From an optimization exercise on the open Yosys and OpenROAD flow, aimed at small area, a short achievable clock period and few clock cycles; shortcuts taken in it are not production practice. Where RTL was checked, it was by simulation tests only, not by an equivalence proof against the original. Only the layout flow was run in run 8; the RTL was not checked for function there. No activity file was given, so power comes from the tool's default toggle rates.

**design/flow/design.v**
```verilog
`timescale 1ns / 1ps
module control#(parameter m=3, w=220, h=220)(
    input rstn,clk,ready,
    input [(m*m)-1:0] kernel,
    output wire [15:0] img_addr,
    output wire img_rd,
    input [7:0] img_data,
    output wire res_valid,
    output wire [15:0] res_addr,
    output wire [7:0] out,
    output wire finish
    );
    localparam [15:0] ST_ROW   = 16'd220;               
    localparam [15:0] ST_COL   = 16'd1 - 16'd1540;      
    localparam [15:0] ST_STRIP = -16'd440;              
    localparam [15:0] RS_SAME  = -16'd880 - 16'd221;    
    localparam [15:0] RS_PREV  = 16'd879 - 16'd221;     
    reg        ready_r;
    reg        run;
    reg        rd;
    reg [15:0] ra;
    reg [2:0]  rc;           
    reg [7:0]  cc;           
    reg        last_strip;
    wire start    = ready_r & ~run;
    wire rc_end   = (rc == 3'd7);
    wire cc_end   = (cc == 8'd220);
    wire strip_end = rc_end & cc_end;
    wire prelast  = ra[15] & ra[11] & ~ra[5];
    wire run_end  = last_strip & (cc == 8'd219) & (rc == 3'd3);
    wire [2:0] rc_nx = rc + 3'd1;
    wire last_nx  = last_strip | (strip_end & prelast);
    assign img_rd   = rd;
    assign img_addr = ra;
    always @(posedge clk) ready_r <= ready;
    always @(posedge clk) begin
        if (!rstn) begin
            run <= 1'b0;
            rd  <= 1'b0;
        end else if (start) begin
            run <= 1'b1;
            rd  <= 1'b1;
        end else begin
            if (run_end) run <= 1'b0;
            rd <= run & ~run_end & ~(last_nx & rc_nx[2]);
        end
    end
    always @(posedge clk) begin
        if (start) begin
            ra <= 16'd0;
            rc <= 3'd0;
            cc <= 8'd0;
            last_strip <= 1'b0;
        end else begin
            rc <= rc_nx;
            ra <= ra + (!rc_end ? ST_ROW : !cc_end ? ST_COL : ST_STRIP);
            if (rc_end) cc <= cc_end ? 8'd0 : cc + 8'd1;
            last_strip <= last_nx;
        end
    end
    reg [15:0] rs;
    always @(posedge clk) rs <= ra + (rc[2] ? RS_SAME : RS_PREV);
    assign res_addr = rs;
    wire rv = run & (rc >= 3'd2) & (cc >= 8'd2) & ~cc_end & ~(last_strip & rc[2]);
    reg [8:0] kr;
    always @(posedge clk) kr <= kernel;
    reg [7:0] sr [0:16];
    integer i;
    always @(posedge clk) begin
        sr[0] <= img_data;
        for (i = 1; i <= 16; i = i + 1) sr[i] <= sr[i-1];
    end
    wire [7:0] p2 = sr[0];
    wire [7:0] p1 = sr[8];
    wire [7:0] p0 = sr[16];
    wire [9:0] r0 = (p0 & {8{kr[0]}}) + (p1 & {8{kr[1]}}) + (p2 & {8{kr[2]}});
    wire [9:0] r1 = (p0 & {8{kr[3]}}) + (p1 & {8{kr[4]}}) + (p2 & {8{kr[5]}});
    wire [9:0] r2 = (p0 & {8{kr[6]}}) + (p1 & {8{kr[7]}}) + (p2 & {8{kr[8]}});
    reg [9:0]  a0;
    reg [10:0] a1;
    reg [11:0] ws;
    always @(posedge clk) begin
        a0 <= r0;
        a1 <= a0 + r1;
        ws <= a1 + r2;
    end
    reg  [6:0] hl;
    reg  [8:0] h7;
    always @(posedge clk) begin
        hl <= ws[11:6] + ws[5:0];
        h7 <= {ws[11:6], 3'b0} - ws[11:6];
    end
    reg  [3:0] f;
    always @* begin
        case (hl)
            7'd0: f = 4'd0;
            7'd1: f = 4'd0;
            7'd2: f = 4'd0;
            7'd3: f = 4'd0;
            7'd4: f = 4'd0;
            7'd5: f = 4'd0;
            7'd6: f = 4'd0;
            7'd7: f = 4'd0;
            7'd8: f = 4'd0;
            7'd9: f = 4'd1;
            7'd10: f = 4'd1;
            7'd11: f = 4'd1;
            7'd12: f = 4'd1;
            7'd13: f = 4'd1;
            7'd14: f = 4'd1;
            7'd15: f = 4'd1;
            7'd16: f = 4'd1;
            7'd17: f = 4'd1;
            7'd18: f = 4'd2;
            7'd19: f = 4'd2;
            7'd20: f = 4'd2;
            7'd21: f = 4'd2;
            7'd22: f = 4'd2;
            7'd23: f = 4'd2;
            7'd24: f = 4'd2;
            7'd25: f = 4'd2;
            7'd26: f = 4'd2;
            7'd27: f = 4'd3;
            7'd28: f = 4'd3;
            7'd29: f = 4'd3;
            7'd30: f = 4'd3;
            7'd31: f = 4'd3;
            7'd32: f = 4'd3;
            7'd33: f = 4'd3;
            7'd34: f = 4'd3;
            7'd35: f = 4'd3;
            7'd36: f = 4'd4;
            7'd37: f = 4'd4;
            7'd38: f = 4'd4;
            7'd39: f = 4'd4;
            7'd40: f = 4'd4;
            7'd41: f = 4'd4;
            7'd42: f = 4'd4;
            7'd43: f = 4'd4;
            7'd44: f = 4'd4;
            7'd45: f = 4'd5;
            7'd46: f = 4'd5;
            7'd47: f = 4'd5;
            7'd48: f = 4'd5;
            7'd49: f = 4'd5;
            7'd50: f = 4'd5;
            7'd51: f = 4'd5;
            7'd52: f = 4'd5;
            7'd53: f = 4'd5;
            7'd54: f = 4'd6;
            7'd55: f = 4'd6;
            7'd56: f = 4'd6;
            7'd57: f = 4'd6;
            7'd58: f = 4'd6;
            7'd59: f = 4'd6;
            7'd60: f = 4'd6;
            7'd61: f = 4'd6;
            7'd62: f = 4'd6;
            7'd63: f = 4'd7;
            7'd64: f = 4'd7;
            7'd65: f = 4'd7;
            7'd66: f = 4'd7;
            7'd67: f = 4'd7;
            7'd68: f = 4'd7;
            7'd69: f = 4'd7;
            7'd70: f = 4'd7;
            7'd71: f = 4'd7;
            7'd72: f = 4'd8;
            7'd73: f = 4'd8;
            7'd74: f = 4'd8;
            7'd75: f = 4'd8;
            7'd76: f = 4'd8;
            7'd77: f = 4'd8;
            7'd78: f = 4'd8;
            7'd79: f = 4'd8;
            7'd80: f = 4'd8;
            7'd81: f = 4'd9;
            7'd82: f = 4'd9;
            7'd83: f = 4'd9;
            7'd84: f = 4'd9;
            7'd85: f = 4'd9;
            7'd86: f = 4'd9;
            7'd87: f = 4'd9;
            7'd88: f = 4'd9;
            7'd89: f = 4'd9;
            7'd90: f = 4'd10;
            7'd91: f = 4'd10;
            7'd92: f = 4'd10;
            7'd93: f = 4'd10;
            7'd94: f = 4'd10;
            7'd95: f = 4'd10;
            7'd96: f = 4'd10;
            7'd97: f = 4'd10;
            7'd98: f = 4'd10;
            default: f = 4'd0;
        endcase
    end
    reg [7:0] q_r;
    always @(posedge clk) q_r <= h7 + f;
    assign out = q_r;
    reg [4:0] vp;
    reg [4:0] fp;
    always @(posedge clk) begin
        if (!rstn) begin vp <= 0; fp <= 0; end
        else begin vp <= {vp[3:0], rv}; fp <= {fp[3:0], run_end}; end
    end
    assign res_valid = vp[4];
    assign finish = fp[4];
endmodule
```
**design/flow/flow/run.sh**
```bash
#!/bin/bash
# Standard ORFS layout (the standard.sh, unchanged synthesis), with
# buf_2 port buffers and a smaller clock tree.
set -euo pipefail
export BUFFER_PORTS_ARGS="-buffer_cell sky130_fd_sc_hd__buf_2"
export CTS_ARGS="-sink_clustering_enable -repair_clock_nets -buf_list {sky130_fd_sc_hd__clkbuf_4 sky130_fd_sc_hd__clkbuf_8} -sink_clustering_size 20 -sink_clustering_max_diameter 50 -dont_use_dummy_load"
bash standard.sh > standard.log 2>&1
```
**design/flow/standard.sh**
```bash
#!/bin/bash
# synth_recipe.tcl (not shown) runs the flow's synth.tcl, then flattens the netlist and writes it again
# the make line also repeats each setting of config.mk as NAME=value (left out here)
make -C /OpenROAD-flow-scripts/flow DESIGN_CONFIG=/design/flow/config.mk WORK_HOME=/design/flow/orfs CLKGATE_MAP_FILE= SYNTH_SCRIPT=/design/flow/synth_recipe.tcl "${@:-finish}"
```
**design/flow/config.mk**
```make
export PLATFORM = sky130hd
export DESIGN_NAME = control
export DESIGN_NICKNAME = control
export VERILOG_FILES = /design/flow/design.v
export SDC_FILE = /design/flow/constraint.sdc
export NUM_CORES = 4
export LEC_CHECK = 0
export CAP_MARGIN = 20
export CORE_MARGIN = 2
export CORE_UTILIZATION = 40
export SLEW_MARGIN = 20
```
**design/flow/constraint.sdc**
```tcl
create_clock -name core_clock -period 13.0 [get_ports {clk}]
set_input_delay 2.6000 -clock core_clock [delete_from_list [all_inputs] [get_ports {clk}]]
set_output_delay 2.6000 -clock core_clock [all_outputs]
set_load 0.01 [all_outputs]
```
==> impl_metrics.env, run 1 <==
export IMPL_cts_repair_resized=0
export IMPL_grt_max_degree=21
export IMPL_drt_initial_drc_count=229
export IMPL_fin_crit_sh=0.2927
export IMPL_die_w_um=160.1
export IMPL_die_area_um2=25640
export IMPL_crit_path_end_kind="output pin"
export IMPL_core_area_um2=24110
export IMPL_yosysTopAreaCellShare=0.5236
export IMPL_area_growth_pct=10.78
export IMPL_antenna_found_initial=0
export IMPL_path_buf_inv=1
export IMPL_synth_enable_flop_cells=0
export IMPL_drv_slew=0
export IMPL_clock_root_buffer="clkbuf_8"
export IMPL_setup_tns_final_ps=0
export IMPL_setup_viol=0
export IMPL_syn_inst=881
export IMPL_synth_distinct_cells=58
export IMPL_worst_slack_ps=9194
export IMPL_power_density_nw_per_um2=223.2
export IMPL_cts_buffers=26
export IMPL_rrSetupSlack_ps=9520
export IMPL_layout_drive_gt1_share=0.1029
export IMPL_synth_seq_cells=255
export IMPL_tightest_slew_ps=573.1
export IMPL_cts_sinks=255
export IMPL_drt_total_wl_mm=15.62
export IMPL_slowest_stage="dfxtp_1"
export IMPL_rsz0062_at_grt="no"
export IMPL_vias_per_cell=4.593
export IMPL_routed_via_count=5907
export IMPL_slowest_delay_ps=500
export IMPL_hp_start="sr[4][6]$_DFF_P_"
export IMPL_grtUsageTotal=0.1238
export IMPL_r2r_end="a1[9]$_DFF_P_"
export IMPL_synth_nets=1014
export IMPL_finalHoldViolations=0
export IMPL_port_buffers=62
export IMPL_ir_drop_uv=123.6
export IMPL_cts_setup_buffers=0
export IMPL_synth_seq_area_share=0.5236
export IMPL_status="no timing/DRC/antenna violations"
export IMPL_overflow=0
export IMPL_syn_area_per_cell_um2=11.07
export IMPL_synth_top_area_cell="dfxtp_1"
export IMPL_initial_core_util=0.4044
export IMPL_ant_nets=0
export IMPL_drt_pass1_iter_count=4
export IMPL_finalClockSkew_ps=89.11
export IMPL_slew_headroom=0.6180
export IMPL_power_total_mw=2.410
export IMPL_final_nets=1097
export IMPL_h_tree_depth=1
export IMPL_cts_tree="yes"
export IMPL_async_reset_ff_frac=0
export IMPL_path_class="flop to output pin"
export IMPL_cp_cell_sequence="buf_2"
export IMPL_cp_required_ps=10400
export IMPL_start_kind="flop"
export IMPL_insertion_delay_ps=580
export IMPL_cp_top_family="flip-flops"
export IMPL_drc=0
export IMPL_ys_flop_type="dfxtp_1"
export IMPL_yosys_warnings=2
export IMPL_multi_input_area_um2=4292
export IMPL_r2r_start="kr[3]$_DFF_P_"
export IMPL_fin_area_um2=10800
export IMPL_max_cap_viol_count=0
export IMPL_min_path_type="flop to flop"
export IMPL_gp_congestion=0.8249
export IMPL_cp_max_fo=9
export IMPL_grt_pass1_wl_mm=26.54
export IMPL_num_io_pins=63
export IMPL_cts_hold_buffers=0
export IMPL_clk_path_buf_depth=3
export IMPL_min_period_ps=3806
export IMPL_leakage_nw=4.914
export IMPL_worstPathArrival_ps=1210
export IMPL_syn_cell_area_um2=9749
export IMPL_path_clk_slew_ps=100
export IMPL_ys_top_cells_by_area="dfxtp_1 52%, ha_1 9.0%, fa_1 8.8%"
export IMPL_die_h_um=160.1
export IMPL_nFillCells=2315
export IMPL_cp_depth=1
export IMPL_wl_per_cell_um=12.15
export IMPL_grt_pass1_vias=5799
export IMPL_dp_hpwl_mm=11.82
export IMPL_place_area_um2=10440
export IMPL_reg2regPathDepth=12
export IMPL_holdPathEnd="sr[5][6]$_DFF_P_"
export IMPL_pre_cts_slack_ps=9445
export IMPL_rows=57
export IMPL_ff_latch_area_um2=5105
export IMPL_holdPathStages=0
export IMPL_antenna_cells=0
export IMPL_fmax_ghz=0.2628
==> logic make-up after synthesis <==
kind of cell / synth area share
adders and majority gates: 0.1793
buffers and inverters: 0.03619
and+or+nand+nor: 0.1159
muxes: 0.001027
AOI/OAI and AO/OA: 0.08663
DFF: 0.5236
xor gates and xnor gates: 0.05737
==> layout by cell type, fill, tap and decap left out, types with 20 or more instances in the layout <==
cell type / n
dfxtp_1: 255
inv_1: 86
nand2_1: 70
ha_1: 70
buf_2: 62
nor2_1: 45
fa_1: 43
xnor2_1: 42
and2_1: 36
a21oi_1: 31
clkbuf_8: 26
o21ai_0: 24
xor2_1: 20
==> power by group <==
group          internal (mW)  total, mW  switching, mW
Sequential             0.928       1.00         0.0750
Clock                  0.177      0.413          0.237
Combinational          0.464      0.994          0.530
Total                   1.57       2.41          0.841
==> worst max path at each step <==
stage,slack [ps],startpoint,end
global placement,9510,kr[3]$_DFF_P_,a1[9]$_DFF_P_
detailed placement,9450,kr[3]$_DFF_P_,a1[9]$_DFF_P_
finish,9190,ra[6]$_SDFF_PP0_,img_addr[6]
CTS,9160,ra[10]$_SDFF_PP0_,img_addr[10]
global route,9140,ra[6]$_SDFF_PP0_,img_addr[6]
floorplan,9570,kr[3]$_DFF_P_,a1[9]$_DFF_P_
==> state kept, by name, indices dropped and copies added, names as in the netlist <==
register,cells
a0,10
a1,11
cc,8
f,4
fp,5
h7,8
kr,9
last_strip,1
q_r,8
ra,16
rc,3
rd,1
ready_r,1
rs,16
run,1
sr,136
vp,5
ws,12
==> synth_stat cells (2+ instances only) <==
master      n
a211o_1     4
ha_1       70
nor2_1     45
nor4_1      6
o21bai_1    8
o31ai_1     2
a311oi_1    2
o211ai_1    3
nor3_1     19
nor2b_1    10
clkbuf_1    7
and3_1      4
o31a_1      4
o41ai_1     2
nand3_1     7
o21a_1      7
xnor2_1    42
nand2_1    70
and2_1     36
nor3b_1     3
a211oi_1    6
nand2b_1    5
o21ai_1     2
nand3b_1    2
fa_1       43
and4_1      2
or4_1       4
a31oi_1     6
or3_1       3
dfxtp_1   255
a21boi_0    3
xor2_1     20
a21o_1     10
inv_1      86
nand4_1     7
a21oi_1    31
o21ai_0    24
==> final cells by class <==
type	count	share of cell area
clock buffer	26	0.03313
inverter	86	0.02989
multi-input combinational	532	0.3974
sequential	255	0.4727
tap	324	0.03753
timing repair buffer	63	0.02943
==> layer usage <==
metal  global-route usage  vias up  share of wire
li1                     -     3063              -
met1               0.1639     2715           0.48
met2               0.2050      102           0.45
met3              0.02416       27          0.045
met5                    0        -              0
met4              0.03890        0          0.026
==> per-stage QoR <==
step / hold WS (ps) / util / std cells
after floorplan: 309.6 / - / 881
after CTS: 257.6 / 0.4480 / 1286
after global routing: 261.9 / 0.4480 / 1286
after detailed placement: 312.1 / 0.4332 / 1260
final: 258.9 / 0.4480 / 1286
after global placement: 309.6 / 0.4332 / 1260
Testbench counts, summed over its fixed seeds: cycles 392,466.
==> run 2: changes to the inputs <==
--- a/design/flow/flow/run.sh
+++ b/design/flow/flow/run.sh
@@ -4,4 +4,5 @@
 set -euo pipefail
 export BUFFER_PORTS_ARGS="-buffer_cell sky130_fd_sc_hd__buf_2"
 export CTS_ARGS="-sink_clustering_enable -repair_clock_nets -buf_list {sky130_fd_sc_hd__clkbuf_4 sky130_fd_sc_hd__clkbuf_8} -sink_clustering_size 20 -sink_clustering_max_diameter 50 -dont_use_dummy_load"
+export SETUP_SLACK_MARGIN=9.6
 bash standard.sh > standard.log 2>&1
==> impl_metrics.env, run 2 <==
export IMPL_status="no timing/DRC/antenna violations"
export IMPL_power_density_nw_per_um2=219.7
export IMPL_final_nets=1118
export IMPL_ys_top_cells_by_count="255 x dfxtp_1, 86 x inv_1, 70 x ha_1, 70 x nand2_1, 45 x nor2_1"
export IMPL_place_inst=1260
export IMPL_p_sw_uw=850.1
export IMPL_ff_latch_area_um2=5177
export IMPL_drc=0
export IMPL_max_flop_register="sr"
export IMPL_p_clk_frac=0.163
export IMPL_die_w_um=160.1
export IMPL_grt_max_degree=21
export IMPL_antenna_cells=0
export IMPL_gp_congestion=0.8243
export IMPL_ys_flop_type="dfxtp_1"
export IMPL_cp_top_family="flip-flops"
export IMPL_setup_viol=0
export IMPL_cp_required_ps=10400
export IMPL_ir_drop_uv=110.3
export IMPL_ys_top_cells_by_area="dfxtp_1 52%, ha_1 9.0%, fa_1 8.8%"
export IMPL_multi_input_area_um2=4325
export IMPL_synth_top_area_cell="dfxtp_1"
export IMPL_layout_common_cells="225 x dfxtp_1, 86 x inv_1, 70 x nand2_1"
export IMPL_synth_seq_cells=255
export IMPL_synth_most_common_cell="dfxtp_1"
export IMPL_grtUsageTotal=0.1280
export IMPL_overflow=0
export IMPL_path_clk_slew_ps=110
export IMPL_swShare=0.3456
export IMPL_yosys_warnings=2
export IMPL_cp_cell_sequence="buf_6"
export IMPL_drt_initial_drc_count=248
export IMPL_final_common_cell="dfxtp_1"
export IMPL_crit_path_end_kind="output pin"
export IMPL_finalHoldViolations=0
export IMPL_rrSetupSlack_ps=9740
export IMPL_wl_per_cell_um=12.34
export IMPL_synth_nets=1014
export IMPL_internal_power_mw=1.610
export IMPL_syn_cell_area_um2=9749
export IMPL_drv_slew=0
export IMPL_fin_crit_sh=0.2771
export IMPL_endpoint="img_addr[11]"
export IMPL_area_growth_pct=14.84
export IMPL_rows=57
export IMPL_synth_distinct_cells=58
export IMPL_initial_core_util=0.4044
export IMPL_finalClockSkew_ps=59.32
export IMPL_cts_sinks=255
export IMPL_num_io_pins=63
export IMPL_setup_tns_final_ps=0
export IMPL_routed_via_count=6018
export IMPL_cts_buffers=25
export IMPL_tightest_slew_ps=620.0
export IMPL_cp_max_fo=2
export IMPL_yosysTopAreaCellShare=0.5236
export IMPL_p_seq_frac=0.406
export IMPL_layout_drive_gt1_share=0.1607
export IMPL_leakage_nw=5.060
export IMPL_clk_path_buf_depth=3
export IMPL_syn_area_per_cell_um2=11.07
export IMPL_die_area_um2=25640
export IMPL_max_cap_viol_count=0
export IMPL_path_buf_inv=1
export IMPL_ant_nets=0
export IMPL_min_path_type="flop to flop"
export IMPL_insertion_delay_ps=570
export IMPL_min_period_ps=3602
export IMPL_drt_pass1_iter_count=4
export IMPL_path_class="flop to output pin"
export IMPL_power_total_mw=2.460
export IMPL_r2r_start="kr[3]$_DFF_P_"
export IMPL_largest_reg_flops=136
export IMPL_vias_per_cell=4.604
export IMPL_synth_enable_flop_cells=0
export IMPL_stdcell_count=1307
export IMPL_nFillCells=2306
export IMPL_slowest_stage="dfxtp_4"
export IMPL_r2r_end="a1[9]$_DFF_P_"
export IMPL_worstPathArrival_ps=1000
export IMPL_async_reset_ff_frac=0
export IMPL_worstSetupStartpoint="ra[11]$_SDFF_PP0_"
export IMPL_cts_tree="yes"
export IMPL_grt_pass1_wl_mm=27.41
export IMPL_die_h_um=160.1
export IMPL_h_tree_depth=1
export IMPL_rsz0062_at_grt="yes"
export IMPL_slowest_delay_ps=360
export IMPL_top_regs="sr (136), ra (16), rs (16)"
export IMPL_dp_hpwl_mm=11.83
export IMPL_slew_headroom=0.5867
export IMPL_synth_seq_area_share=0.5236
export IMPL_reg2regPathDepth=12
export IMPL_drt_total_wl_mm=16.12
export IMPL_clock_root_buffer="clkbuf_8"
export IMPL_core_area_um2=24110
export IMPL_syn_inst=881
export IMPL_grt_pass1_vias=5937
export IMPL_port_buffers=62
export IMPL_antenna_found_initial=0
export IMPL_start_kind="flop"
export IMPL_cp_depth=1
export IMPL_p_comb_frac=0.431
export IMPL_fmax_ghz=0.2776
-- run 2: changes by cell type in the layout (fill, tap and decap cells not counted), sizes merged --
| cell | change |
|---|---|
| clkbuf | -1 |
| buf | +22 |
-- run 2: worst min path at each step --
stage | startpoint | endpoint | slack [ps] | cells after the start
final | sr[6][2]$_DFF_P_ | sr[7][2]$_DFF_P_ | 260 | 0
after global routing | sr[6][2]$_DFF_P_ | sr[7][2]$_DFF_P_ | 260 | 0
after CTS | sr[6][2]$_DFF_P_ | sr[7][2]$_DFF_P_ | 260 | 0
after detailed placement | sr[12][2]$_DFF_P_ | sr[13][2]$_DFF_P_ | 310 | 0
after global placement | sr[12][1]$_DFF_P_ | sr[13][1]$_DFF_P_ | 310 | 0
after floorplan | sr[9][0]$_DFF_P_ | sr[10][0]$_DFF_P_ | 310 | 0
-- run 2: repair_timing --
item	4_1_cts	5_1_grt
pin swaps	0	3
setup buffers	22	0
resized for setup	52	23
hold buffers	0	0
endpoints found under the hold margin	0	0
endpoints found under the setup margin	47	56
-- run 2: cell type report --
cell class / count / share of cell area
flip-flops and latches: 255 / 0.4625
multi-input cells: 532 / 0.3863
repair buffers: 85 / 0.05543
well taps: 324 / 0.03621
clock buffers: 25 / 0.03073
inverters: 86 / 0.02883
-- run 2: kinds of logic after synthesis --
family	count (synthesis)	synth area share
muxes	1	0.001027
adders and majority gates	114	0.1793
xor gates and xnor gates	63	0.05737
AOI/OAI and AO/OA	126	0.08663
and+or+nand+nor	228	0.1159
buffers and inverters	94	0.03619
DFF	255	0.5236
-- run 2: stage by stage --
step | hold slack (ps) | util | instance area, um2 | setup WS, ps
floorplan | 309.6 | - | 9751 | 9603
global placement | 309.6 | 0.4332 | 10440 | 9517
detailed placement | 312.1 | 0.4332 | 10440 | 9455
CTS | 262.5 | 0.4611 | 11110 | 9355
global route | 258.1 | 0.4644 | 11200 | 9355
finish | 260.9 | 0.4644 | 11200 | 9398
-- run 2: power by group through the flow --
stage | sequential, mW | clock [mW] | combinational [mW]
5_1_grt | 1.02 | 0.451 | 1.21
3_3_place_gp | 1.02 | 0 | 0.983
4_1_cts | 0.999 | 0.422 | 1.05
6_report | 1.00 | 0.401 | 1.06
2_1_floorplan | 1.02 | 0 | 0.795
3_5_place_dp | 1.02 | 0 | 1.00
-- run 2: layer usage --
| layer | global-route usage | share of wire | vias to the layer above |
|---|---|---|---|
| li1 | - | - | 3117 |
| met5 | 0 | 0 | - |
| met4 | 0.03604 | 0.019 | 0 |
| met1 | 0.1671 | 0.48 | 2778 |
| met2 | 0.2190 | 0.45 | 94 |
| met3 | 0.02234 | 0.044 | 29 |
==> run 3: changes to the inputs <==
--- a/design/flow/flow/run.sh
+++ b/design/flow/flow/run.sh
@@ -4,5 +4,5 @@
 set -euo pipefail
 export BUFFER_PORTS_ARGS="-buffer_cell sky130_fd_sc_hd__buf_2"
 export CTS_ARGS="-sink_clustering_enable -repair_clock_nets -buf_list {sky130_fd_sc_hd__clkbuf_4 sky130_fd_sc_hd__clkbuf_8} -sink_clustering_size 20 -sink_clustering_max_diameter 50 -dont_use_dummy_load"
-export SETUP_SLACK_MARGIN=9.6
+export SETUP_SLACK_MARGIN=9.3
 bash standard.sh > standard.log 2>&1
==> impl_metrics.env, run 3 <==
export IMPL_grt_pass1_vias=5804
export IMPL_core_area_um2=24110
export IMPL_cts_buffers=26
export IMPL_top_regs="sr (136), ra (16), rs (16)"
export IMPL_pre_cts_slack_ps=9445
export IMPL_path_clk_slew_ps=100
export IMPL_syn_inst=881
export IMPL_min_period_ps=3650
export IMPL_initial_core_util=0.4044
export IMPL_drc=0
export IMPL_cp_top_family="flip-flops"
export IMPL_h_tree_depth=1
export IMPL_synth_seq_cells=255
export IMPL_area_growth_pct=11.46
export IMPL_antenna_cells=0
export IMPL_routed_via_count=5913
export IMPL_path_buf_inv=1
export IMPL_ant_nets=0
export IMPL_synth_seq_area_share=0.5236
export IMPL_fin_crit_sh=0.2808
export IMPL_wl_per_cell_um=12.14
export IMPL_finalClockSkew_ps=88.80
export IMPL_grt_pass1_wl_mm=26.57
export IMPL_largest_reg_flops=136
export IMPL_port_buffers=62
export IMPL_syn_area_per_cell_um2=11.07
export IMPL_grt_max_degree=21
export IMPL_tightest_slew_ps=573.1
export IMPL_clk_path_buf_depth=3
export IMPL_start_kind="flop"
export IMPL_rsz0062_at_grt="no"
export IMPL_dp_hpwl_mm=11.82
export IMPL_antenna_found_initial=0
export IMPL_insertion_delay_ps=580
export IMPL_gp_congestion=0.8249
export IMPL_synth_top_area_cell="dfxtp_1"
export IMPL_synth_distinct_cells=58
export IMPL_setup_tns_final_ps=0
export IMPL_slowest_stage="dfxtp_2"
export IMPL_cts_tree="yes"
export IMPL_worst_slack_ps=9350
export IMPL_cp_required_ps=10400
export IMPL_drt_initial_drc_count=215
export IMPL_vias_per_cell=4.584
export IMPL_place_area_um2=10440
export IMPL_ys_flop_type="dfxtp_1"
export IMPL_synth_enable_flop_cells=0
export IMPL_clock_root_buffer="clkbuf_8"
export IMPL_syn_cell_area_um2=9749
export IMPL_path_class="flop to output pin"
export IMPL_layout_drive_gt1_share=0.1211
export IMPL_max_flop_register="sr"
export IMPL_crit_path_end_kind="output pin"
export IMPL_final_nets=1101
export IMPL_yosysTopAreaCellShare=0.5236
export IMPL_drt_pass1_iter_count=4
export IMPL_power_total_mw=2.415
export IMPL_drv_slew=0
export IMPL_ys_top_cells_by_count="255 x dfxtp_1, 86 x inv_1, 70 x ha_1, 70 x nand2_1, 45 x nor2_1"
export IMPL_die_area_um2=25640
export IMPL_cp_cell_sequence="buf_2"
export IMPL_num_io_pins=63
export IMPL_ys_top_cells_by_area="dfxtp_1 52%, ha_1 9.0%, fa_1 8.8%"
export IMPL_slowest_delay_ps=390
export IMPL_worstPathArrival_ps=1050
export IMPL_synth_most_common_cell="dfxtp_1"
export IMPL_die_w_um=160.1
export IMPL_power_density_nw_per_um2=222.2
export IMPL_synth_nets=1014
export IMPL_yosys_warnings=2
export IMPL_final_common_cell="dfxtp_1"
export IMPL_max_cap_viol_count=0
export IMPL_setup_viol=0
export IMPL_min_path_type="flop to flop"
export IMPL_overflow=0
export IMPL_finalHoldViolations=0
export IMPL_rows=57
export IMPL_fin_area_um2=10870
export IMPL_cp_max_fo=5
export IMPL_holdWs_ps=258.9
export IMPL_grtUsageTotal=0.1239
export IMPL_leakage_nw=4.939
export IMPL_ir_drop_uv=123.6
export IMPL_layout_common_cells="242 x dfxtp_1, 86 x inv_1, 70 x nand2_1"
export IMPL_die_h_um=160.1
export IMPL_fmax_ghz=0.2740
export IMPL_slew_headroom=0.6180
export IMPL_cts_sinks=255
export IMPL_drt_total_wl_mm=15.66
export IMPL_status="no timing/DRC/antenna violations"
export IMPL_async_reset_ff_frac=0
## run 3: cell counts after synthesis
No cell type changed its count.
## run 3: worst paths after layout
path / slack (ps) / start / cells past startpoint / to
max: 9350 / ra[7]$_SDFF_PP0_ / 1 / img_addr[7]
min: 260 / sr[4][6]$_DFF_P_ / 0 / sr[5][6]$_DFF_P_
max reg2reg: 9520 / kr[3]$_DFF_P_ / 12 / a1[9]$_DFF_P_
min reg2reg: 260 / sr[4][6]$_DFF_P_ / 0 / sr[5][6]$_DFF_P_
## run 3: routing by layer
metal | up-vias | wire [um] | track usage
met4 | 0 | 399 | 0.03890
met1 | 2718 | 7566 | 0.1639
met2 | 95 | 7038 | 0.2054
met3 | 27 | 657 | 0.02416
met5 | - | 0 | 0
li1 | 3073 | - | -
## run 3: layout make-up
class                      count  area [um2]
clock buffer                  26       357.8
fill                        2308       13240
inverter                      86       322.8
multi-input combinational    532        4294
sequential                   255        5139
tap                          324       405.4
timing repair buffer          67       347.8
## run 3: per-stage QoR
step | cells | util
6_report | 1290 | 0.4508
3_3_place_gp | 1260 | 0.4332
2_1_floorplan | 881 | -
5_1_grt | 1290 | 0.4508
4_1_cts | 1286 | 0.4493
3_5_place_dp | 1260 | 0.4332
## run 3: kinds of logic after synthesis
logic type,share of synthesized area
AND/OR/NAND/NOR,0.1159
multiplexers,0.001027
adder cells (fa/ha/maj),0.1793
flip-flops,0.5236
buffers and inverters,0.03619
XOR/XNOR,0.05737
AO/OA/AOI/OAI,0.08663
## run 3: what timing repair did
action                                  in CTS  in global routing
resized for setup                           19                  2
setup buffers                                0                  4
pin swaps                                    0                  0
endpoints found under the setup margin      13                  7
gates cloned                                 0                  0
hold buffers                                 0                  0
## run 3: power breakdown
group          switching [mW]  internal [mW]
Combinational           0.530          0.466
Clock                   0.237          0.177
Sequential             0.0747          0.931
Total                   0.841           1.57
==> run 4: changes to the inputs <==
==> design/flow/flow/run.sh (replaced) <==
#!/bin/bash
# Standard ORFS layout (the standard.sh, unchanged synthesis), with
# buf_2 port buffers and a smaller clock tree.
set -euo pipefail
export BUFFER_PORTS_ARGS="-buffer_cell sky130_fd_sc_hd__buf_2"
export CTS_ARGS="-sink_clustering_enable -repair_clock_nets -root_buf sky130_fd_sc_hd__clkbuf_16 -buf_list {sky130_fd_sc_hd__clkbuf_4 sky130_fd_sc_hd__clkbuf_8} -sink_clustering_size 20 -sink_clustering_max_diameter 50 -sink_clustering_levels 1 -dont_use_dummy_load"
export SETUP_SLACK_MARGIN=9.3
bash standard.sh > standard.log 2>&1
==> impl_metrics.env, run 4 <==
export IMPL_layout_drive_gt1_share=0.1133
export IMPL_ant_nets=0
export IMPL_ys_top_cells_by_count="255 x dfxtp_1, 86 x inv_1, 70 x ha_1, 70 x nand2_1, 45 x nor2_1"
export IMPL_num_io_pins=63
export IMPL_status="no timing/DRC/antenna violations"
export IMPL_die_area_um2=25640
export IMPL_die_h_um=160.1
export IMPL_synth_nets=1014
export IMPL_path_clk_slew_ps=100
export IMPL_largest_reg_flops=136
export IMPL_fin_crit_sh=0.2797
export IMPL_grt_max_degree=21
export IMPL_drt_total_wl_mm=15.63
export IMPL_drc=0
export IMPL_crit_path_end_kind="output pin"
export IMPL_ys_flop_type="dfxtp_1"
export IMPL_syn_cell_area_um2=9749
export IMPL_max_cap_viol_count=0
export IMPL_layout_common_cells="246 x dfxtp_1, 86 x inv_1, 70 x nand2_1"
export IMPL_min_path_type="flop to flop"
export IMPL_worst_slack_ps=9363
export IMPL_power_density_nw_per_um2=224.5
export IMPL_antenna_found_initial=0
export IMPL_drv_slew=0
export IMPL_core_area_um2=24110
export IMPL_ir_drop_uv=125.7
export IMPL_worstPathArrival_ps=1040
export IMPL_synth_seq_cells=255
export IMPL_wl_per_cell_um=12.15
export IMPL_gp_congestion=0.8249
export IMPL_grt_pass1_wl_mm=26.52
export IMPL_synth_most_common_cell="dfxtp_1"
export IMPL_h_tree_depth=1
export IMPL_synth_enable_flop_cells=0
export IMPL_cts_sinks=255
export IMPL_setup_tns_final_ps=0
export IMPL_initial_core_util=0.4044
export IMPL_synth_top_area_cell="dfxtp_1"
export IMPL_final_common_cell="dfxtp_1"
export IMPL_slowest_stage="dfxtp_2"
export IMPL_min_period_ps=3637
export IMPL_max_flop_register="sr"
export IMPL_clk_path_buf_depth=3
export IMPL_synth_seq_area_share=0.5236
export IMPL_path_buf_inv=1
export IMPL_routed_via_count=5896
export IMPL_fmax_ghz=0.2750
export IMPL_setup_viol=0
export IMPL_antenna_cells=0
export IMPL_finalClockSkew_ps=79.54
export IMPL_grtUsageTotal=0.1243
export IMPL_pre_cts_slack_ps=9445
export IMPL_cts_buffers=26
export IMPL_drt_pass1_iter_count=4
export IMPL_rows=57
export IMPL_path_class="flop to output pin"
export IMPL_cp_top_family="flip-flops"
export IMPL_insertion_delay_ps=520
export IMPL_cp_cell_sequence="buf_2"
export IMPL_yosys_warnings=2
export IMPL_area_growth_pct=11.27
export IMPL_syn_area_per_cell_um2=11.07
export IMPL_vias_per_cell=4.585
export IMPL_drt_initial_drc_count=210
export IMPL_leakage_nw=4.930
export IMPL_ys_top_cells_by_area="dfxtp_1 52%, ha_1 9.0%, fa_1 8.8%"
export IMPL_yosysTopAreaCellShare=0.5236
export IMPL_slew_headroom=0.6180
export IMPL_synth_distinct_cells=58
export IMPL_cp_max_fo=9
export IMPL_top_regs="sr (136), ra (16), rs (16)"
export IMPL_final_nets=1097
export IMPL_grt_pass1_vias=5790
export IMPL_dp_hpwl_mm=11.82
export IMPL_die_w_um=160.1
export IMPL_cp_required_ps=10400
export IMPL_cts_tree="yes"
export IMPL_clock_root_buffer="clkbuf_16"
export IMPL_rsz0062_at_grt="no"
export IMPL_start_kind="flop"
export IMPL_syn_inst=881
export IMPL_tightest_slew_ps=573.1
export IMPL_finalHoldViolations=0
export IMPL_async_reset_ff_frac=0
export IMPL_slowest_delay_ps=420
export IMPL_port_buffers=62
export IMPL_overflow=0
run 4: layout make-up:
| cell class | count | area, um2 |
|---|---|---|
| clock buffers | 26 | 391.6 |
| fillers | 2311 | 13260 |
| inverters | 86 | 322.8 |
| multi-input cells | 532 | 4294 |
| flip-flops and latches | 255 | 5116 |
| well taps | 324 | 405.4 |
| repair buffers | 63 | 317.8 |
run 4: where the power goes:
group | switching, mW | leakage, nW | internal [mW]
Sequential | 0.0750 | 2.14 | 0.930
Clock | 0.238 | 0.202 | 0.199
Combinational | 0.529 | 2.59 | 0.465
run 4: final timing paths:
kind | from | endpoint | slack [ps] | cells after the start
min reg2reg | sr[4][6]$_DFF_P_ | sr[5][6]$_DFF_P_ | 260 | 0
max | ra[6]$_SDFF_PP0_ | img_addr[6] | 9360 | 1
max reg2reg | kr[3]$_DFF_P_ | a1[9]$_DFF_P_ | 9520 | 12
min | sr[4][6]$_DFF_P_ | sr[5][6]$_DFF_P_ | 260 | 0
run 4: routing by layer:
layer	up-vias	global-route usage	wire, um
met4	0	0.04300	427
li1	3063	-	-
met5	-	0	0
met2	95	0.2052	6946
met1	2707	0.1636	7516
met3	31	0.02416	734
run 4: cells by family (layout without fill, tap and decap cells):
| kind of cell | count (synthesis) | count (layout) | synth area share |
|---|---|---|---|
| fa+ha+maj | 114 | 114 | 0.1793 |
| compound gates | 126 | 126 | 0.08663 |
| buf+inv | 94 | 175 | 0.03619 |
| flops | 255 | 255 | 0.5236 |
| xor+xnor | 63 | 63 | 0.05737 |
| mux | 1 | 1 | 0.001027 |
| simple gates | 228 | 228 | 0.1159 |
run 4: what timing repair did:
action | in CTS | in global routing
endpoints found under the setup margin | 8 | 4
hold endpoints to repair | 0 | 0
hold buffers | 0 | 0
buffers inserted | 0 | 0
resized for setup | 8 | 2
cloned | 0 | 0
run 4: stage by stage:
stage               cells  area (um2)  utilization  total power, mW  hold slack [ps]
floorplan             881        9749            -            1.815            309.6
global placement     1260       10440       0.4332            2.004            309.6
detailed placement   1260       10440       0.4332            2.021            312.1
CTS                  1286       10840       0.4499            2.473            257.6
global route         1286       10850       0.4500            2.654            261.8
finish               1286       10850       0.4500            2.435            258.8
==> run 5: changes to the inputs <==
==> design/flow/flow/run.sh (replaced) <==
#!/bin/bash
# Standard ORFS layout (the standard.sh, unchanged synthesis), with
# buf_2 port buffers and a smaller clock tree.
set -euo pipefail
export BUFFER_PORTS_ARGS="-buffer_cell sky130_fd_sc_hd__buf_2"
export CTS_ARGS="-sink_clustering_enable -repair_clock_nets -root_buf sky130_fd_sc_hd__clkbuf_16 -buf_list {sky130_fd_sc_hd__clkbuf_8 sky130_fd_sc_hd__clkbuf_16} -sink_clustering_size 30 -sink_clustering_max_diameter 100 -dont_use_dummy_load"
export SETUP_SLACK_MARGIN=9.3
bash standard.sh > standard.log 2>&1
==> impl_metrics.env, run 5 <==
export IMPL_status="no timing/DRC/antenna violations"
export IMPL_nFillCells=2314
export IMPL_die_area_um2=25640
export IMPL_top_regs="sr (136), ra (16), rs (16)"
export IMPL_finalClockSkew_ps=45.50
export IMPL_vias_per_cell=4.585
export IMPL_die_w_um=160.1
export IMPL_fin_crit_sh=0.2802
export IMPL_slowest_stage="dfxtp_2"
export IMPL_drt_initial_drc_count=247
export IMPL_slowest_delay_ps=410
export IMPL_tightest_slew_ps=588.7
export IMPL_overflow=0
export IMPL_syn_cell_area_um2=9749
export IMPL_initial_core_util=0.4044
export IMPL_async_reset_ff_frac=0
export IMPL_r2r_end="a1[9]$_DFF_P_"
export IMPL_clk_path_buf_depth=3
export IMPL_synth_distinct_cells=58
export IMPL_insertion_delay_ps=490
export IMPL_power_density_nw_per_um2=223.0
export IMPL_slew_headroom=0.6075
export IMPL_ys_flop_type="dfxtp_1"
export IMPL_crit_path_end_kind="output pin"
export IMPL_antenna_cells=0
export IMPL_synth_seq_area_share=0.5236
export IMPL_synth_compound_area_frac=0.08663
export IMPL_holdPathEnd="sr[11][6]$_DFF_P_"
export IMPL_reg2regPathDepth=12
export IMPL_cts_tree="yes"
export IMPL_drc=0
export IMPL_clock_root_buffer="clkbuf_16"
export IMPL_grt_pass1_vias=5705
export IMPL_setup_tns_final_ps=0
export IMPL_area_growth_pct=10.69
export IMPL_yosysTopAreaCellShare=0.5236
export IMPL_holdWs_ps=299.3
export IMPL_fmax_ghz=0.2745
export IMPL_synth_top_area_cell="dfxtp_1"
export IMPL_path_buf_inv=1
export IMPL_wl_per_cell_um=12.15
export IMPL_port_buffers=62
export IMPL_synthXorXnorAreaFrac=0.05737
export IMPL_min_path_type="flop to flop"
export IMPL_path_clk_slew_ps=110
export IMPL_ant_nets=0
export IMPL_layout_common_cells="244 x dfxtp_1, 86 x inv_1, 70 x nand2_1"
export IMPL_grt_max_degree=31
export IMPL_holdPathStages=0
export IMPL_cp_required_ps=10400
export IMPL_yosys_area_share_simple=0.1159
export IMPL_ys_top_cells_by_area="dfxtp_1 52%, ha_1 9.0%, fa_1 8.8%"
export IMPL_r2r_start="kr[3]$_DFF_P_"
export IMPL_core_area_um2=24110
export IMPL_cts_setup_buffers=0
export IMPL_grt_pass1_wl_mm=26.19
export IMPL_ir_drop_uv=118.3
export IMPL_layout_drive_gt1_share=0.1033
export IMPL_cts_sinks=255
export IMPL_gp_congestion=0.8249
export IMPL_min_period_ps=3643
export IMPL_max_cap_viol_count=0
export IMPL_rrSetupSlack_ps=9500
export IMPL_cp_cell_sequence="buf_2"
export IMPL_hp_start="sr[10][6]$_DFF_P_"
export IMPL_cts_buffers=13
export IMPL_leakage_nw=4.889
export IMPL_start_kind="flop"
export IMPL_setup_viol=0
export IMPL_die_h_um=160.1
export IMPL_largest_reg_flops=136
export IMPL_rsz0062_at_grt="no"
export IMPL_routed_via_count=5837
export IMPL_drt_total_wl_mm=15.47
export IMPL_final_common_cell="dfxtp_1"
export IMPL_synth_top_family_by_area="adder cells"
export IMPL_num_io_pins=63
export IMPL_synthAdderAreaFrac=0.1793
export IMPL_max_flop_register="sr"
export IMPL_h_tree_depth=1
export IMPL_grtUsageTotal=0.1221
export IMPL_ys_top_cells_by_count="255 x dfxtp_1, 86 x inv_1, 70 x ha_1, 70 x nand2_1, 45 x nor2_1"
export IMPL_syn_inst=881
export IMPL_cp_max_fo=5
export IMPL_rows=57
export IMPL_synth_seq_cells=255
export IMPL_dp_hpwl_mm=11.82
export IMPL_worstPathArrival_ps=1040
export IMPL_syn_area_per_cell_um2=11.07
export IMPL_drt_pass1_iter_count=4
export IMPL_synth_most_common_cell="dfxtp_1"
export IMPL_synth_enable_flop_cells=0
export IMPL_power_total_mw=2.407
export IMPL_finalHoldViolations=0
export IMPL_cp_top_family="flip-flops"
export IMPL_synth_nets=1014
export IMPL_yosys_warnings=2
export IMPL_postLayoutCoreUtil=0.4477
export IMPL_final_nets=1084
export IMPL_antenna_found_initial=0
export IMPL_drv_slew=0
export IMPL_path_class="flop to output pin"
export IMPL_synthMuxAreaShare=0.001027
==> run 5: worst max path at each step <==
stage | to | slack (ps) | from | depth (start not counted)
finish | img_addr[7] | 9360 | ra[7]$_SDFF_PP0_ | 1
global route | img_addr[11] | 9310 | ra[11]$_SDFF_PP0_ | 1
CTS | img_addr[6] | 9300 | ra[6]$_SDFF_PP0_ | 1
detailed placement | a1[9]$_DFF_P_ | 9450 | kr[3]$_DFF_P_ | 12
global placement | a1[9]$_DFF_P_ | 9510 | kr[3]$_DFF_P_ | 12
floorplan | a1[9]$_DFF_P_ | 9570 | kr[3]$_DFF_P_ | 13
==> run 5: layout make-up <==
class	instances	area (um2)	area share
sequential	255	5126	0.4750
multi-input combinational	532	4294	0.3979
tap	324	405.4	0.03757
clock buffer	13	325.3	0.03014
inverter	86	322.8	0.02991
timing repair buffer	63	317.8	0.02945
==> run 5: logic make-up (layout without fill, tap and decap cells) <==
kind of cell / after synthesis / count (layout)
AO/OA/AOI/OAI: 126 / 126
XOR/XNOR: 63 / 63
adder cells (fa/ha/maj): 114 / 114
buffers and inverters: 94 / 162
flip-flops: 255 / 255
multiplexers: 1 / 1
AND/OR/NAND/NOR: 228 / 228
==> run 5: through the flow <==
stage          cell area [um2]  instances  setup WS [ps]
2_1_floorplan             9749        881           9569
3_3_place_gp             10440       1260           9511
3_5_place_dp             10440       1260           9445
4_1_cts                  10780       1273           9299
5_1_grt                  10790       1273           9309
6_report                 10790       1273           9358
==> run 5: layer usage <==
metal  global-route usage  routed length (um)  vias to the layer above
met5                    0                   0                        -
met2               0.2041                6955                       78
li1                     -                   -                     3035
met4              0.03153                 246                        0
met3              0.02104                 625                       17
met1               0.1647                7642                     2707
==> run 5: where the power goes <==
part	switching, mW	internal (mW)	total [mW]
clock	0.226	0.180	0.406
combinational	0.531	0.465	0.995
sequential	0.0754	0.930	1.01
total	0.832	1.58	2.41
==> run 5: repair_timing <==
item,in CTS,in global routing
endpoints found under the setup margin,8,9
resized for setup,8,7
hold buffers,0,0
==> run 6: changes to the inputs <==
--- a/design/flow/design.v
+++ b/design/flow/design.v
@@ -84,12 +84,7 @@
         a1 <= a0 + r1;
         ws <= a1 + r2;
     end
-    reg  [6:0] hl;
-    reg  [8:0] h7;
-    always @(posedge clk) begin
-        hl <= ws[11:6] + ws[5:0];
-        h7 <= {ws[11:6], 3'b0} - ws[11:6];
-    end
+    wire [6:0] hl = ws[11:6] + ws[5:0];
     reg  [3:0] f;
     always @* begin
         case (hl)
@@ -195,15 +190,21 @@
             default: f = 4'd0;
         endcase
     end
+    reg  [3:0] f_r;
+    reg  [5:0] h_r;
+    always @(posedge clk) begin
+        f_r <= f;
+        h_r <= ws[11:6];
+    end
     reg [7:0] q_r;
-    always @(posedge clk) q_r <= h7 + f;
+    always @(posedge clk) q_r <= {h_r, 3'b0} - h_r + f_r;
     assign out = q_r;
     reg [4:0] vp;
-    reg [4:0] fp;
-    always @(posedge clk) begin
-        if (!rstn) begin vp <= 0; fp <= 0; end
-        else begin vp <= {vp[3:0], rv}; fp <= {fp[3:0], run_end}; end
+    reg       fin;
+    always @(posedge clk) begin
+        if (!rstn) begin vp <= 0; fin <= 1'b0; end
+        else begin vp <= {vp[3:0], rv}; fin <= vp[3] & ~vp[2] & ~run; end
     end
     assign res_valid = vp[4];
-    assign finish = fp[4];
+    assign finish = fin;
 endmodule
==> impl_metrics.env, run 6 <==
export IMPL_status="no timing/DRC/antenna violations"
export IMPL_internal_power_mw=1.561
export IMPL_path_buf_inv=1
export IMPL_p_seq_frac=0.408
export IMPL_h_tree_depth=1
export IMPL_synth_top_area_cell="dfxtp_1"
export IMPL_setup_tns_final_ps=0
export IMPL_synth_top_family_by_area="adder cells"
export IMPL_async_reset_ff_frac=0
export IMPL_grt_max_degree=31
export IMPL_cp_top_family="flip-flops"
export IMPL_max_cap_viol_count=0
export IMPL_initial_core_util=0.4093
export IMPL_synth_most_common_cell="dfxtp_1"
export IMPL_syn_cell_area_um2=9637
export IMPL_dp_hpwl_mm=11.86
export IMPL_drc=0
export IMPL_die_w_um=159.2
export IMPL_hp_start="sr[7][2]$_DFF_P_"
export IMPL_syn_area_per_cell_um2=10.96
export IMPL_drv_slew=0
export IMPL_ys_top_cells_by_area="dfxtp_1 52%, ha_1 9.5%, fa_1 9.1%"
export IMPL_setup_viol=0
export IMPL_grt_pass1_vias=5652
export IMPL_gp_congestion=0.8255
export IMPL_yosysTopAreaCellShare=0.5173
export IMPL_drt_initial_drc_count=197
export IMPL_slew_headroom=0.6825
export IMPL_largest_reg_flops=136
export IMPL_clk_path_buf_depth=3
export IMPL_path_clk_slew_ps=110
export IMPL_ys_flop_type="dfxtp_1"
export IMPL_cp_max_fo=7
export IMPL_antenna_found_initial=0
export IMPL_rsz0062_at_grt="no"
export IMPL_slowest_delay_ps=410
export IMPL_finalClockSkew_ps=41.86
export IMPL_final_common_cell="dfxtp_1"
export IMPL_crit_path_end_kind="output pin"
export IMPL_p_clk_frac=0.161
export IMPL_cts_tree="yes"
export IMPL_fmax_ghz=0.2746
export IMPL_holdWs_ps=322.2
export IMPL_tightest_slew_ps=476.2
export IMPL_drt_pass1_iter_count=4
export IMPL_postLayoutCoreUtil=0.4521
export IMPL_min_path_type="flop to flop"
export IMPL_synth_enable_flop_cells=0
export IMPL_path_class="flop to output pin"
export IMPL_vias_per_cell=4.607
export IMPL_port_buffers=62
export IMPL_num_io_pins=63
export IMPL_cp_cell_sequence="buf_2"
export IMPL_ir_drop_uv=116.4
export IMPL_wl_per_cell_um=12.33
export IMPL_r2r_end="ws[11]$_DFF_P_"
export IMPL_min_period_ps=3641
export IMPL_overflow=0
export IMPL_core_area_um2=23540
export IMPL_synthMuxAreaShare=0.001039
export IMPL_layout_common_cells="238 x dfxtp_1, 93 x inv_1, 72 x nand2_1, 72 x ha_1, 62 x buf_2"
export IMPL_grt_pass1_wl_mm=26.34
export IMPL_cts_setup_buffers=0
export IMPL_rows=56
export IMPL_leakage_nw=4.866
export IMPL_synth_compound_area_frac=0.08154
export IMPL_p_sw_uw=850.9
export IMPL_final_nets=1084
export IMPL_layout_drive_gt1_share=0.1069
export IMPL_ant_nets=0
export IMPL_cts_hold_buffers=0
export IMPL_synth_nets=1016
export IMPL_rrSetupSlack_ps=9600
export IMPL_yosys_area_share_simple=0.1202
export IMPL_drt_total_wl_mm=15.58
export IMPL_top_regs="sr (136), ra (16), rs (16)"
export IMPL_routed_via_count=5823
export IMPL_antenna_cells=0
export IMPL_synthXorXnorAreaFrac=0.05258
export IMPL_grtUsageTotal=0.1242
export IMPL_clock_root_buffer="clkbuf_16"
export IMPL_cp_required_ps=10400
export IMPL_place_inst=1252
export IMPL_cts_sinks=249
export IMPL_yosys_warnings=2
export IMPL_synthAdderAreaFrac=0.1872
export IMPL_synth_distinct_cells=59
export IMPL_reg2regPathDepth=13
export IMPL_finalHoldViolations=0
export IMPL_max_flop_register="sr"
export IMPL_p_comb_frac=0.431
export IMPL_die_area_um2=25350
export IMPL_area_growth_pct=10.45
export IMPL_insertion_delay_ps=480
export IMPL_holdPathStages=0
export IMPL_slowest_stage="dfxtp_2"
export IMPL_holdPathEnd="sr[8][2]$_DFF_P_"
export IMPL_synth_seq_cells=249
export IMPL_r2r_start="sr[8][1]$_DFF_P_"
export IMPL_die_h_um=159.2
export IMPL_fin_crit_sh=0.2801
export IMPL_synth_seq_area_share=0.5173
export IMPL_ys_top_cells_by_count="249 x dfxtp_1, 93 x inv_1, 73 x ha_1, 72 x nand2_1, 51 x nor2_1"
export IMPL_start_kind="flop"
export IMPL_power_density_nw_per_um2=226.6
export IMPL_worstPathArrival_ps=1040
export IMPL_cts_buffers=12
export IMPL_syn_inst=879
export IMPL_swShare=0.3528
export IMPL_stdcell_count=1264
[run 6: changes by cell type after synthesis, moves of 4 or more]
cell      delta
and2_1      -10
inv_1        +7
dfxtp_1      -6
a21boi_0     +5
nor3_1       -4
xnor2_1      -5
nor2_1       +6
[run 6: final cells by class]
cell class                      instances  area [um2]
Inverter                               94       352.8
Clock buffer                           12       300.3
Tap cell                              319       399.1
Fill cell                            2240       12900
Multi-Input combinational cell        527        4268
Timing Repair Buffer                   63       317.8
Sequential cell                       249        5006
[run 6: metal layers]
layer / share of wire / vias up / global-route usage
met5: 0 / - / 0
met4: 0.019 / 0 / 0.02810
met3: 0.036 / 21 / 0.02006
met2: 0.45 / 92 / 0.2061
met1: 0.49 / 2694 / 0.1712
li1: - / 3016 / -
[run 6: worst max-delay path by stage]
stage | from | end | slack [ps] | cells after the start
finish | ra[1]$_SDFF_PP0_ | img_addr[1] | 9360 | 1
detailed placement | kr[6]$_DFF_P_ | ws[10]$_DFF_P_ | 9550 | 11
global route | ra[15]$_SDFF_PP0_ | img_addr[15] | 9310 | 1
CTS | ra[7]$_SDFF_PP0_ | img_addr[7] | 9310 | 1
floorplan | kr[6]$_DFF_P_ | ws[10]$_DFF_P_ | 9810 | 11
global placement | kr[6]$_DFF_P_ | ws[10]$_DFF_P_ | 9630 | 11
[run 6: power by group through the flow]
stage	registers, mW	logic, mW	clock network (mW)
global route	1.00	1.20	0.434
global placement	1.00	1.03	0
floorplan	1.00	0.825	0
CTS	0.986	1.05	0.408
finish	0.985	1.04	0.388
detailed placement	1.00	1.04	0
[run 6: timing repair]
action                                 4_1_cts  5_1_grt
setup endpoints to repair                    8        6
gates cloned                                 0        0
endpoints found under the hold margin        0        0
resized for setup                            8        7
[run 6: logic make-up after synthesis]
logic type | count (synthesis)
XOR/XNOR | 57
adder cells (fa/ha/maj) | 118
flip-flops | 249
AO/OA/AOI/OAI | 119
multiplexers | 1
buffers and inverters | 103
AND/OR/NAND/NOR | 232
[run 6: through the flow]
stage	total power [mW]	setup slack (ps)	cell area [um2]
floorplan	1.825	9813	9637
global placement	2.033	9630	10320
detailed placement	2.045	9553	10320
CTS	2.445	9308	10630
global route	2.634	9309	10640
finish	2.412	9359	10640
Testbench counts of run 6, summed over its fixed seeds: cycles 392,466.
==> run 7: changes to the inputs <==
==> design/flow/flow/run.sh (replaced) <==
#!/bin/bash
# Standard ORFS layout (the standard.sh, unchanged synthesis), with
# buf_2 port buffers and a smaller clock tree.
set -euo pipefail
export BUFFER_PORTS_ARGS="-buffer_cell sky130_fd_sc_hd__buf_2"
export CTS_ARGS="-repair_clock_nets -root_buf sky130_fd_sc_hd__clkbuf_16 -buf_list {sky130_fd_sc_hd__clkbuf_8 sky130_fd_sc_hd__clkbuf_16} -dont_use_dummy_load"
export SETUP_SLACK_MARGIN=9.3
bash standard.sh > standard.log 2>&1
==> impl_metrics.env, run 7 <==
export IMPL_synth_seq_cells=249
export IMPL_fin_area_um2=11600
export IMPL_synth_distinct_cells=59
export IMPL_ys_top_cells_by_area="dfxtp_1 52%, ha_1 9.5%, fa_1 9.1%"
export IMPL_die_w_um=159.2
export IMPL_synth_enable_flop_cells=0
export IMPL_syn_inst=879
export IMPL_ff_latch_area_um2=5016
export IMPL_finalClockSkew_ps=26.26
export IMPL_drc=0
export IMPL_grt_max_degree=24
export IMPL_min_period_ps=3648
export IMPL_ys_top_cells_by_count="249 x dfxtp_1, 93 x inv_1, 73 x ha_1, 72 x nand2_1, 51 x nor2_1"
export IMPL_ys_flop_type="dfxtp_1"
export IMPL_synth_nets=1016
export IMPL_cts_buffers=49
export IMPL_p_clk_frac=0.322
export IMPL_cts_tree="yes"
export IMPL_place_area_um2=10320
export IMPL_die_h_um=159.2
export IMPL_cp_cell_sequence="buf_2"
export IMPL_area_growth_pct=20.40
export IMPL_grt_pass1_vias=6101
export IMPL_gp_congestion=0.8255
export IMPL_syn_cell_area_um2=9637
export IMPL_ant_nets=0
export IMPL_synth_top_area_cell="dfxtp_1"
export IMPL_rsz0062_at_grt="yes"
export IMPL_internal_power_mw=2.054
export IMPL_crit_path_end_kind="output pin"
export IMPL_p_comb_frac=0.349
export IMPL_clk_path_buf_depth=3
export IMPL_port_buffers=62
export IMPL_cp_required_ps=10400
export IMPL_synth_seq_area_share=0.5173
export IMPL_clock_root_buffer="clkbuf_16"
export IMPL_antenna_found_initial=0
export IMPL_ir_drop_uv=110.3
export IMPL_path_buf_inv=1
export IMPL_path_clk_slew_ps=50
export IMPL_finalHoldViolations=0
export IMPL_yosys_warnings=2
export IMPL_setup_tns_final_ps=0
export IMPL_path_class="flop to output pin"
export IMPL_core_area_um2=23540
export IMPL_drt_total_wl_mm=16.51
export IMPL_vias_per_cell=4.633
export IMPL_final_nets=1124
export IMPL_leakage_nw=5.342
export IMPL_final_common_cell="dfxtp_1"
export IMPL_rows=56
export IMPL_dp_hpwl_mm=11.86
export IMPL_swShare=0.3157
export IMPL_status="no timing/DRC/antenna violations"
export IMPL_nFillCells=2135
export IMPL_setup_viol=0
export IMPL_routed_via_count=6041
export IMPL_h_tree_depth=5
export IMPL_slowest_stage="dfxtp_4"
export IMPL_layout_common_cells="234 x dfxtp_1, 93 x inv_1, 72 x nand2_1, 72 x ha_1, 62 x buf_2"
export IMPL_min_path_type="flop to flop"
export IMPL_power_density_nw_per_um2=258.7
export IMPL_p_sw_uw=947.7
export IMPL_drt_initial_drc_count=235
export IMPL_max_cap_viol_count=0
export IMPL_slew_headroom=0.6826
export IMPL_start_kind="flop"
export IMPL_drv_slew=0
export IMPL_p_seq_frac=0.329
export IMPL_multi_input_area_um2=4268
export IMPL_grtUsageTotal=0.1358
export IMPL_die_area_um2=25350
export IMPL_antenna_cells=0
export IMPL_cp_top_family="flip-flops"
export IMPL_worstPathArrival_ps=1050
export IMPL_insertion_delay_ps=540
export IMPL_overflow=0
export IMPL_yosysTopAreaCellShare=0.5173
export IMPL_fin_crit_sh=0.2806
export IMPL_cts_sinks=249
export IMPL_wl_per_cell_um=12.66
export IMPL_largest_reg_flops=136
export IMPL_tightest_slew_ps=464.0
export IMPL_top_regs="sr (136), ra (16), rs (16)"
export IMPL_max_flop_register="sr"
export IMPL_synth_most_common_cell="dfxtp_1"
export IMPL_cp_max_fo=9
export IMPL_postLayoutCoreUtil=0.4928
export IMPL_initial_core_util=0.4093
export IMPL_num_io_pins=63
export IMPL_slowest_delay_ps=390
export IMPL_async_reset_ff_frac=0
export IMPL_fmax_ghz=0.2742
export IMPL_layout_drive_gt1_share=0.1472
export IMPL_syn_area_per_cell_um2=10.96
export IMPL_drt_pass1_iter_count=4
export IMPL_grt_pass1_wl_mm=27.92
## run 7: cell types whose count changed in the layout (fill, tap and decap cells not counted)
| cell | change |
|---|---|
| clkbuf_16 | +37 |
| dfxtp_1 | -4 |
| buf_4 | +3 |
| dfxtp_2 | +2 |
| dfxtp_4 | +2 |
| a21boi_0 | -1 |
| a21boi_1 | +1 |
## run 7: cells by family (layout without fill, tap and decap cells)
kind of cell	after synthesis	in the layout	synth area share
flip-flops	249	249	0.5173
AND/OR/NAND/NOR	232	232	0.1202
AO/OA/AOI/OAI	119	119	0.08154
adder cells (fa/ha/maj)	118	118	0.1872
buffers and inverters	103	209	0.04012
XOR/XNOR	57	57	0.05258
multiplexers	1	1	0.001039
## run 7: metrics by stage
| step | cells | hold slack, ps | power [mW] | setup slack [ps] |
|---|---|---|---|---|
| after floorplan | 879 | 309.6 | 1.825 | 9813 |
| after global placement | 1252 | 309.8 | 2.033 | 9630 |
| after detailed placement | 1252 | 312.1 | 2.045 | 9553 |
| after CTS | 1301 | 313.0 | 3.036 | 9282 |
| after global routing | 1304 | 310.8 | 3.240 | 9297 |
| final | 1304 | 308.3 | 3.002 | 9352 |
## run 7: power by group through the flow
stage	Sequential, mW	Clock [mW]	Combinational, mW
after global routing	1.00	1.03	1.21
final	0.989	0.966	1.05
after CTS	0.991	0.994	1.05
after detailed placement	1.00	0	1.04
after global placement	1.00	0	1.03
after floorplan	1.00	0	0.825
## run 7: cell type report
| cell class | count | area share |
|---|---|---|
| flip-flops and latches | 249 | 0.4323 |
| multi-input cells | 527 | 0.3678 |
| clock buffers | 49 | 0.1057 |
| well taps | 319 | 0.03440 |
| inverters | 94 | 0.03041 |
| repair buffers | 66 | 0.02933 |
## run 7: metal layers
| metal | GRT usage | routed length, um |
|---|---|---|
| met2 | 0.2150 | 7669 |
| met1 | 0.1735 | 7839 |
| met3 | 0.03985 | 652 |
| met5 | 0 | 0 |
| met4 | 0.05785 | 346 |
## run 7: repair_timing
item | in CTS | in global routing
gates resized for setup | 12 | 10
buffers inserted | 0 | 3
setup endpoints to repair | 10 | 11
hold buffers | 0 | 0
gates cloned | 0 | 0
## run 7: path summary, 6_finish.rpt
check | from | to | slack [ps] | depth (start not counted)
max | ra[6]$_SDFF_PP0_ | img_addr[6] | 9350 | 1
min | sr[11][0]$_DFF_P_ | sr[12][0]$_DFF_P_ | 310 | 0
max reg2reg | kr[6]$_DFF_P_ | ws[10]$_DFF_P_ | 9570 | 11
min reg2reg | sr[11][0]$_DFF_P_ | sr[12][0]$_DFF_P_ | 310 | 0
==> run 8: changes to the inputs <==
--- a/design/flow/design.v
+++ b/design/flow/design.v
@@ -19,6 +19,7 @@
     reg        run;
     reg        rd;
     reg [15:0] ra;
+    reg [15:0] ra_o;         
     reg [2:0]  rc;           
     reg [7:0]  cc;           
     reg        last_strip;
@@ -29,10 +30,15 @@
     wire prelast  = ra[15] & ra[11] & ~ra[5];
     wire run_end  = last_strip & (cc == 8'd219) & (rc == 3'd3);
     wire [2:0] rc_nx = rc + 3'd1;
+    wire [15:0] ra_nx = ra + (!rc_end ? ST_ROW : !cc_end ? ST_COL : ST_STRIP);
     wire last_nx  = last_strip | (strip_end & prelast);
     assign img_rd   = rd;
-    assign img_addr = ra;
+    assign img_addr = ra_o;
     always @(posedge clk) ready_r <= ready;
+    always @(posedge clk) begin
+        if (!rstn || start) ra_o <= 16'd0;
+        else ra_o <= ra_nx;
+    end
     always @(posedge clk) begin
         if (!rstn) begin
             run <= 1'b0;
@@ -53,7 +59,7 @@
             last_strip <= 1'b0;
         end else begin
             rc <= rc_nx;
-            ra <= ra + (!rc_end ? ST_ROW : !cc_end ? ST_COL : ST_STRIP);
+            ra <= ra_nx;
             if (rc_end) cc <= cc_end ? 8'd0 : cc + 8'd1;
             last_strip <= last_nx;
         end
==> design/flow/flow/run.sh (replaced) <==
#!/bin/bash
# Standard ORFS layout (the standard.sh, unchanged synthesis), with
# buf_2 port buffers and a smaller clock tree.
set -euo pipefail
export BUFFER_PORTS_ARGS="-buffer_cell sky130_fd_sc_hd__buf_2"
export CTS_ARGS="-sink_clustering_enable -repair_clock_nets -root_buf sky130_fd_sc_hd__clkbuf_16 -buf_list {sky130_fd_sc_hd__clkbuf_8 sky130_fd_sc_hd__clkbuf_16} -sink_clustering_size 30 -sink_clustering_max_diameter 100 -dont_use_dummy_load"
export SETUP_SLACK_MARGIN=9.3
bash standard.sh > standard.log 2>&1
==> impl_metrics.env, run 8 <==
export IMPL_status="no timing/DRC/antenna violations"
export IMPL_drt_pass1_iter_count=4
export IMPL_cts_sinks=265
export IMPL_rsz0062_at_grt="no"
export IMPL_num_io_pins=63
export IMPL_synth_distinct_cells=66
export IMPL_port_buffers=62
export IMPL_use_met1=0.1801
export IMPL_syn_area_per_cell_um2=10.97
export IMPL_start_kind="flop"
export IMPL_overflow=0
export IMPL_synth_nets=1063
export IMPL_internal_power_mw=1.642
export IMPL_rows=58
export IMPL_cp_depth=1
export IMPL_dp_hpwl_mm=12.42
export IMPL_tightest_slew_ps=620.5
export IMPL_syn_inst=926
export IMPL_synth_seq_cells=265
export IMPL_antenna_found_initial=0
export IMPL_synth_top_area_cell="dfxtp_1"
export IMPL_cts_buffers=13
export IMPL_gp_congestion=0.7933
export IMPL_p_clk_frac=0.164
export IMPL_slew_headroom=0.5863
export IMPL_initial_core_util=0.4057
export IMPL_largest_reg_flops=136
export IMPL_setup_viol=0
export IMPL_ir_drop_uv=135.6
export IMPL_crit_path_end_kind="output pin"
export IMPL_grt_pass1_vias=5783
export IMPL_final_nets=1131
export IMPL_min_path_type="flop to flop"
export IMPL_routed_via_count=6073
export IMPL_worstPathArrival_ps=1030
export IMPL_finalHoldViolations=0
export IMPL_fin_area_um2=11180
export IMPL_r2r_start="sr[8][2]$_DFF_P_"
export IMPL_gr_usage_met2=0.1968
export IMPL_fin_crit_sh=0.2788
export IMPL_h_tree_depth=1
export IMPL_swShare=0.3493
export IMPL_slowest_delay_ps=380
export IMPL_reg2regPathDepth=11
export IMPL_ys_top_cells_by_count="265 x dfxtp_1, 91 x nand2_1, 89 x inv_1, 73 x ha_1, 64 x nor2_1"
export IMPL_min_period_ps=3625
export IMPL_antenna_cells=0
export IMPL_max_flop_register="sr"
export IMPL_setup_tns_final_ps=0
export IMPL_async_reset_ff_frac=0
export IMPL_cp_max_fo=1
export IMPL_path_class="flop to output pin"
export IMPL_max_cap_viol_count=0
export IMPL_area_growth_pct=10.06
export IMPL_synth_enable_flop_cells=0
export IMPL_synth_seq_area_share=0.5222
export IMPL_die_w_um=163.4
export IMPL_syn_cell_area_um2=10160
export IMPL_wl_per_cell_um=12.33
export IMPL_ant_nets=0
export IMPL_cts_setup_buffers=0
export IMPL_path_clk_slew_ps=100
export IMPL_p_sw_uw=881.3
export IMPL_yosysTopAreaCellShare=0.5222
export IMPL_p_seq_frac=0.413
export IMPL_vias_per_cell=4.594
export IMPL_leakage_nw=5.103
export IMPL_grt_pass1_wl_mm=27.43
export IMPL_cts_tree="yes"
export IMPL_hp_start="sr[2][0]$_DFF_P_"
export IMPL_clk_path_buf_depth=3
-- run 8: cell types whose count changed after synthesis, sizes merged, moves of 4 or more --
cell,before,now
and2,27,38
inv,94,90
nor2,51,64
nand3,10,6
nand2,72,91
nand4,9,5
nand2b,5,11
nor2b,13,9
a21o,8,13
dfxtp,249,265
o21ai,27,22
-- run 8: kinds of logic after synthesis --
group	count (synthesis)	share of synthesized area
AO/OA/AOI/OAI	115	0.08216
XOR/XNOR	58	0.05075
adder cells (fa/ha/maj)	118	0.1776
buffers and inverters	100	0.03720
flip-flops	265	0.5222
multiplexers	3	0.003079
AND/OR/NAND/NOR	267	0.1270
-- run 8: area by class of cell --
cell class              count  area (um2)  share of cell area
flip-flops and latches    265        5309              0.4748
multi-input cells         561        4478              0.4005
well taps                 330       412.9             0.03693
inverters                  90       337.8             0.03021
clock buffers              13       325.3             0.02910
repair buffers             63       317.8             0.02842
-- run 8: worst max-delay path by stage --
| stage | startpoint | to | slack, ps |
|---|---|---|---|
| floorplan | rstn | ra_o[14]$_SDFF_PP0_ | 9620 |
| global placement | rstn | ra_o[14]$_SDFF_PP0_ | 9170 |
| detailed placement | rstn | ra_o[14]$_SDFF_PP0_ | 9130 |
| CTS | ra_o[14]$_SDFF_PP0_ | img_addr[14] | 9350 |
| global route | sr[16][2]$_DFF_P_ | ws[10]$_DFF_P_ | 9320 |
| finish | ra_o[14]$_SDFF_PP0_ | img_addr[14] | 9370 |
-- run 8: power by group through the flow --
stage	sequential (mW)	combinational [mW]	clock, mW
after floorplan	1.06	0.851	0
after global placement	1.06	1.06	0
after detailed placement	1.06	1.07	0
after CTS	1.04	1.08	0.437
after global routing	1.06	1.23	0.466
final	1.04	1.07	0.414
-- run 8: repair_timing --
item,4_1_cts,5_1_grt
cloned,0,0
endpoints found under the hold margin,0,0
gates resized for setup,1,3
endpoints found under the setup margin,1,2
hold buffers,0,0
-- run 8: metal layers --
layer  vias up  wire length (um)
met4         0               284
met5         -                 0
met2        70              6951
met3        20               686
met1      2842              8376
li1       3141                 -
-- run 8: metrics by stage --
stage	hold WS, ps	worst slack (ps)	power [mW]	utilization	instances
finish	282.6	9375	2.523	0.4466	1322
global route	276.3	9317	2.758	0.4466	1322
CTS	281.0	9346	2.562	0.4464	1322
detailed placement	312.1	9135	2.137	0.4333	1309
global placement	309.8	9165	2.120	0.4333	1309
floorplan	309.6	9617	1.907	-	926

Re-timed with assumed drivers on the ports (clkbuf_16 on the clock, buf_2 on other inputs), run 8 has 9.329 ns of setup slack against 9.375 ns with ideal ports, and 9.127 ns once port delays also move by the mid clock arrival of 0.522 ns.
